This is an optimization exercise on Yosys and OpenROAD, whose aim is small area, not a production implementation. In this exercise RTL edits were held to simulation tests only and were not proved equivalent to the original. The flow treats the clock pin as an ideal source, which a real chip does not have.

==> 02-25: inputs <==
==> flow/design.v <==
module ddr_memory_rtl #(
    parameter ADDR_WIDTH = 4,
    parameter DATA_WIDTH = 32,
    parameter MEM_SIZE   = 16
) (
    input  logic                  clk,
    input  logic                  reset,
    input  logic                  wr,        
    input  logic                  rd,        
    input  logic [ADDR_WIDTH-1:0] addr,      
    input  logic [DATA_WIDTH-1:0] wdata,     
    output logic [DATA_WIDTH-1:0] rdata,     
    output logic                  response
);
  logic [DATA_WIDTH-1:0] mem[0:MEM_SIZE-1];
  logic [MEM_SIZE-1:0]   valid;
  logic [MEM_SIZE-1:0]   we;
  logic [MEM_SIZE-1:0]   sel;
  logic [DATA_WIDTH-1:0] rd_next;
  always_comb begin
    for (int i = 0; i < MEM_SIZE; i++) begin
      we[i]  = wr && addr == ADDR_WIDTH'(i);
      sel[i] = rd && valid[i] && addr == ADDR_WIDTH'(i);
    end
  end
  always_ff @(posedge clk or posedge reset) begin
    if (reset) begin
      valid    <= '0;
      response <= 1'b0;
    end else begin
      valid    <= valid | we;
      response <= wr;
    end
  end
  always_ff @(posedge clk) begin
    for (int i = 0; i < MEM_SIZE; i++)
      if (we[i]) mem[i] <= wdata;
  end
  always_comb begin
    rd_next = '0;
    for (int k = 0; k < 5; k++)
      rd_next = rd_next | ((mem[3*k] & {DATA_WIDTH{sel[3*k]}}) | (mem[3*k+1] & {DATA_WIDTH{sel[3*k+1]}}) | (mem[3*k+2] & {DATA_WIDTH{sel[3*k+2]}}));
    rd_next = rd_next | (mem[15] & {DATA_WIDTH{sel[15]}});
  end
  always_ff @(posedge clk) begin
    rdata <= rd_next;
  end
endmodule
==> flow/flow/run.sh <==
#!/bin/bash
# The standard layout (standard.sh), with three changes to how it is built:
#  - synthesis is synth_recipe.tcl unchanged, except that its technology mapping
#    call (abc) runs flow/abc_area.script, an area-oriented mapping, in place of
#    ORFS's speed script;
#  - the port buffers use the smallest buffer cell;
#  - the clock tree is built from large clusters of clkbuf_16, without dummy loads;
#  - before the resizer's repair after global placement, flow/upsize.tcl swaps the
#    buffers timing-driven placement put on internal high-fanout nets for
#    stronger drivers of those nets.
# Each tool's output goes to the logs under orfs/logs and to flow_standard.log.
set -euo pipefail
W=$PWD
cat > "$W/flow_synth.tcl" <<EOF
proc abc {args} {
  set i [lsearch -exact \$args -script]
  if {\$i >= 0} { lset args [expr {\$i + 1}] {$W/flow/abc_area.script} }
  yosys abc {*}\$args
}
source {$W/synth_recipe.tcl}
EOF
sed "s#SYNTH_SCRIPT=[^ ]*#SYNTH_SCRIPT=$W/flow_synth.tcl#" standard.sh > flow_standard.sh
grep -q "SYNTH_SCRIPT=$W/flow_synth.tcl" flow_standard.sh
export BUFFER_PORTS_ARGS="-buffer_cell sky130_fd_sc_hd__buf_1"
export PRE_RESIZE_TCL="$W/flow/upsize.tcl"
export CTS_ARGS="-sink_clustering_enable -repair_clock_nets -buf_list sky130_fd_sc_hd__clkbuf_16 -sink_clustering_size 33 -sink_clustering_max_diameter 100 -dont_use_dummy_load"
bash flow_standard.sh > flow_standard.log 2>&1
==> flow/flow/abc_area.script <==
strash
&get -n
&st
&dch
&nf -R 1000 -C 32
&put
==> flow/flow/upsize.tcl <==
# Before the resizer's repair: take out the buffers that timing-driven global
# placement put on internal nets (never a port's buffer), and give the drivers
# of the high-fanout nets left the strongest drive of their own cell family.
set bufs {}
foreach cell [get_cells *] {
  set ref [get_property $cell ref_name]
  if {![regexp {^sky130_fd_sc_hd__buf_[0-9]+$} $ref]} { continue }
  set port 0
  foreach pin [get_pins -of_objects $cell] {
    set net [get_nets -quiet -of_objects $pin]
    if {$net ne "" && [llength [get_ports -quiet -of_objects $net]] > 0} { set port 1 }
  }
  if {!$port} { lappend bufs [get_full_name $cell] }
}
puts "upsize.tcl: removing [llength $bufs] internal buffers"
if {[llength $bufs] > 0} { remove_buffers {*}$bufs }
set n_up 0
foreach cell [get_cells *] {
  set ref [get_property $cell ref_name]
  if {![regexp {^(sky130_fd_sc_hd__(and|nand|nor|or)[0-9][a-z]*)_([12])$} $ref -> fam]} { continue }
  foreach pin [get_pins -of_objects $cell -filter "direction == output"] {
    set net [get_nets -quiet -of_objects $pin]
    if {$net eq ""} { continue }
    set nload [llength [get_pins -quiet -of_objects $net -filter "direction == input"]]
    if {$nload > 12 && [llength [get_ports -quiet -of_objects $net]] == 0 &&
        [llength [get_lib_cells -quiet */${fam}_4]] > 0} {
      replace_cell $cell ${fam}_4
      incr n_up
    }
  }
}
puts "upsize.tcl: upsized $n_up drivers"
==> flow/standard.sh <==
#!/bin/bash
# synth_recipe.tcl (not shown) runs the flow's synth.tcl, then flattens the netlist and writes it again
# the make line also repeats each setting of config.mk as NAME=value (left out here)
make -C /OpenROAD-flow-scripts/flow DESIGN_CONFIG=/design/flow/config.mk WORK_HOME=/design/flow/orfs CLKGATE_MAP_FILE= SYNTH_SCRIPT=/design/flow/synth_recipe.tcl "${@:-finish}"
==> flow/config.mk <==
export PLATFORM = sky130hd
export DESIGN_NAME = ddr_memory_rtl
export DESIGN_NICKNAME = ddr_memory_rtl
export VERILOG_FILES = /design/flow/design.v
export SDC_FILE = /design/flow/constraint.sdc
export NUM_CORES = 4
export LEC_CHECK = 0
export CAP_MARGIN = 0
export CORE_MARGIN = 2
export CORE_UTILIZATION = 70
export CTS_BUF_LIST = sky130_fd_sc_hd__clkbuf_16
export CTS_CLUSTER_DIAMETER = 100
export CTS_CLUSTER_SIZE = 30
export SLEW_MARGIN = 0
==> flow/constraint.sdc <==
create_clock -name core_clock -period 4.0 [get_ports {clk}]
set_input_delay 0.8000 -clock core_clock [delete_from_list [all_inputs] [get_ports {clk}]]
set_output_delay 0.8000 -clock core_clock [all_outputs]
set_load 0.01 [all_outputs]
==> 11-01: changes against 02-25 <==
--- a/flow/flow/run.sh
+++ b/flow/flow/run.sh
@@ -1,5 +1,5 @@
 #!/bin/bash
-# The standard layout (standard.sh), with three changes to how it is built:
+# The standard layout (standard.sh), with four changes to how it is built:
 #  - synthesis is synth_recipe.tcl unchanged, except that its technology mapping
 #    call (abc) runs flow/abc_area.script, an area-oriented mapping, in place of
 #    ORFS's speed script;
@@ -23,5 +23,5 @@
 grep -q "SYNTH_SCRIPT=$W/flow_synth.tcl" flow_standard.sh
 export BUFFER_PORTS_ARGS="-buffer_cell sky130_fd_sc_hd__buf_1"
 export PRE_RESIZE_TCL="$W/flow/upsize.tcl"
-export CTS_ARGS="-sink_clustering_enable -repair_clock_nets -buf_list sky130_fd_sc_hd__clkbuf_16 -sink_clustering_size 33 -sink_clustering_max_diameter 100 -dont_use_dummy_load"
+export CTS_ARGS="-sink_clustering_enable -repair_clock_nets -buf_list sky130_fd_sc_hd__clkbuf_16 -sink_clustering_size 34 -sink_clustering_max_diameter 90 -dont_use_dummy_load"
 bash flow_standard.sh > flow_standard.log 2>&1
--- a/flow/flow/upsize.tcl
+++ b/flow/flow/upsize.tcl
@@ -1,6 +1,6 @@
 # Before the resizer's repair: take out the buffers that timing-driven global
 # placement put on internal nets (never a port's buffer), and give the drivers
-# of the high-fanout nets left the strongest drive of their own cell family.
+# of the high-fanout nets left the next drive strength of their own cell family.
 set bufs {}
 foreach cell [get_cells *] {
   set ref [get_property $cell ref_name]
@@ -17,14 +17,14 @@
 set n_up 0
 foreach cell [get_cells *] {
   set ref [get_property $cell ref_name]
-  if {![regexp {^(sky130_fd_sc_hd__(and|nand|nor|or)[0-9][a-z]*)_([12])$} $ref -> fam]} { continue }
+  if {![regexp {^(sky130_fd_sc_hd__(and|nand|nor|or)[0-9][a-z]*)_1$} $ref -> fam]} { continue }
   foreach pin [get_pins -of_objects $cell -filter "direction == output"] {
     set net [get_nets -quiet -of_objects $pin]
     if {$net eq ""} { continue }
     set nload [llength [get_pins -quiet -of_objects $net -filter "direction == input"]]
     if {$nload > 12 && [llength [get_ports -quiet -of_objects $net]] == 0 &&
-        [llength [get_lib_cells -quiet */${fam}_4]] > 0} {
-      replace_cell $cell ${fam}_4
+        [llength [get_lib_cells -quiet */${fam}_2]] > 0} {
+      replace_cell $cell ${fam}_2
       incr n_up
     }
   }
==> flow_metrics.tcl <==
set metrics [dict create \
    status "complete, no violations" \
    syn_to_final_growth_pct 6.95 \
    use_met2_pct 48.6 \
    final_util_pct 75.6 \
    clock_area_share_pct 2.47 \
    fillers 1473 \
    wl_per_cell_um 31.1 \
    critPathArrivalTime_ps 2820 \
    met3_length_mm 3.63 \
    clock_skew_ps 31.9 \
]
The numbers above come from 02-25.

==> flow_metrics.tcl <==
set metrics [dict create \
    status "complete, no violations" \
    use_met2_pct 48.4 \
    met3_length_mm 4.24 \
    final_util_pct 75.3 \
    clock_area_share_pct 2.48 \
    syn_to_final_growth_pct 6.53 \
    slew_headroom_pct 26.3 \
    powerDensity_nw_per_um2 465 \
    n_clock_buffer 20 \
    cpPeakStageDelay_ps 1010 \
]
The numbers above come from 11-01.

==> separate check: timing with driven ports <==
The flow's constraints put no driver on any port. The routed layouts listed below were extracted and timed again, unchanged, in two steps. Step 1 (the two cells are an assumption about what drives the block):
set clk [get_ports {clk}]
set_driving_cell -lib_cell sky130_fd_sc_hd__clkbuf_16 $clk
set_driving_cell -lib_cell sky130_fd_sc_hd__buf_2 [delete_from_list [all_inputs] $clk]
Step 2 also shifts input and output timing later by t, the mid clock arrival at the registers, as if the neighbouring blocks saw the same clock. Slacks: ideal / step 1 / step 2; pairs: ideal / step 1.
run	t, ns	slack for setup (ns)	hold slack, ns
02-25	0.589	1.651 / 1.681 / 1.092	0.191 / 0.156 / 0.440
11-01	0.582	1.382 / 1.410 / 0.828	0.193 / 0.159 / 0.445
After both steps every run listed still meets setup and hold. The setup slack of 02-25, which loses most, moves by +0.030 ns with the drivers and by -0.559 ns with both steps.
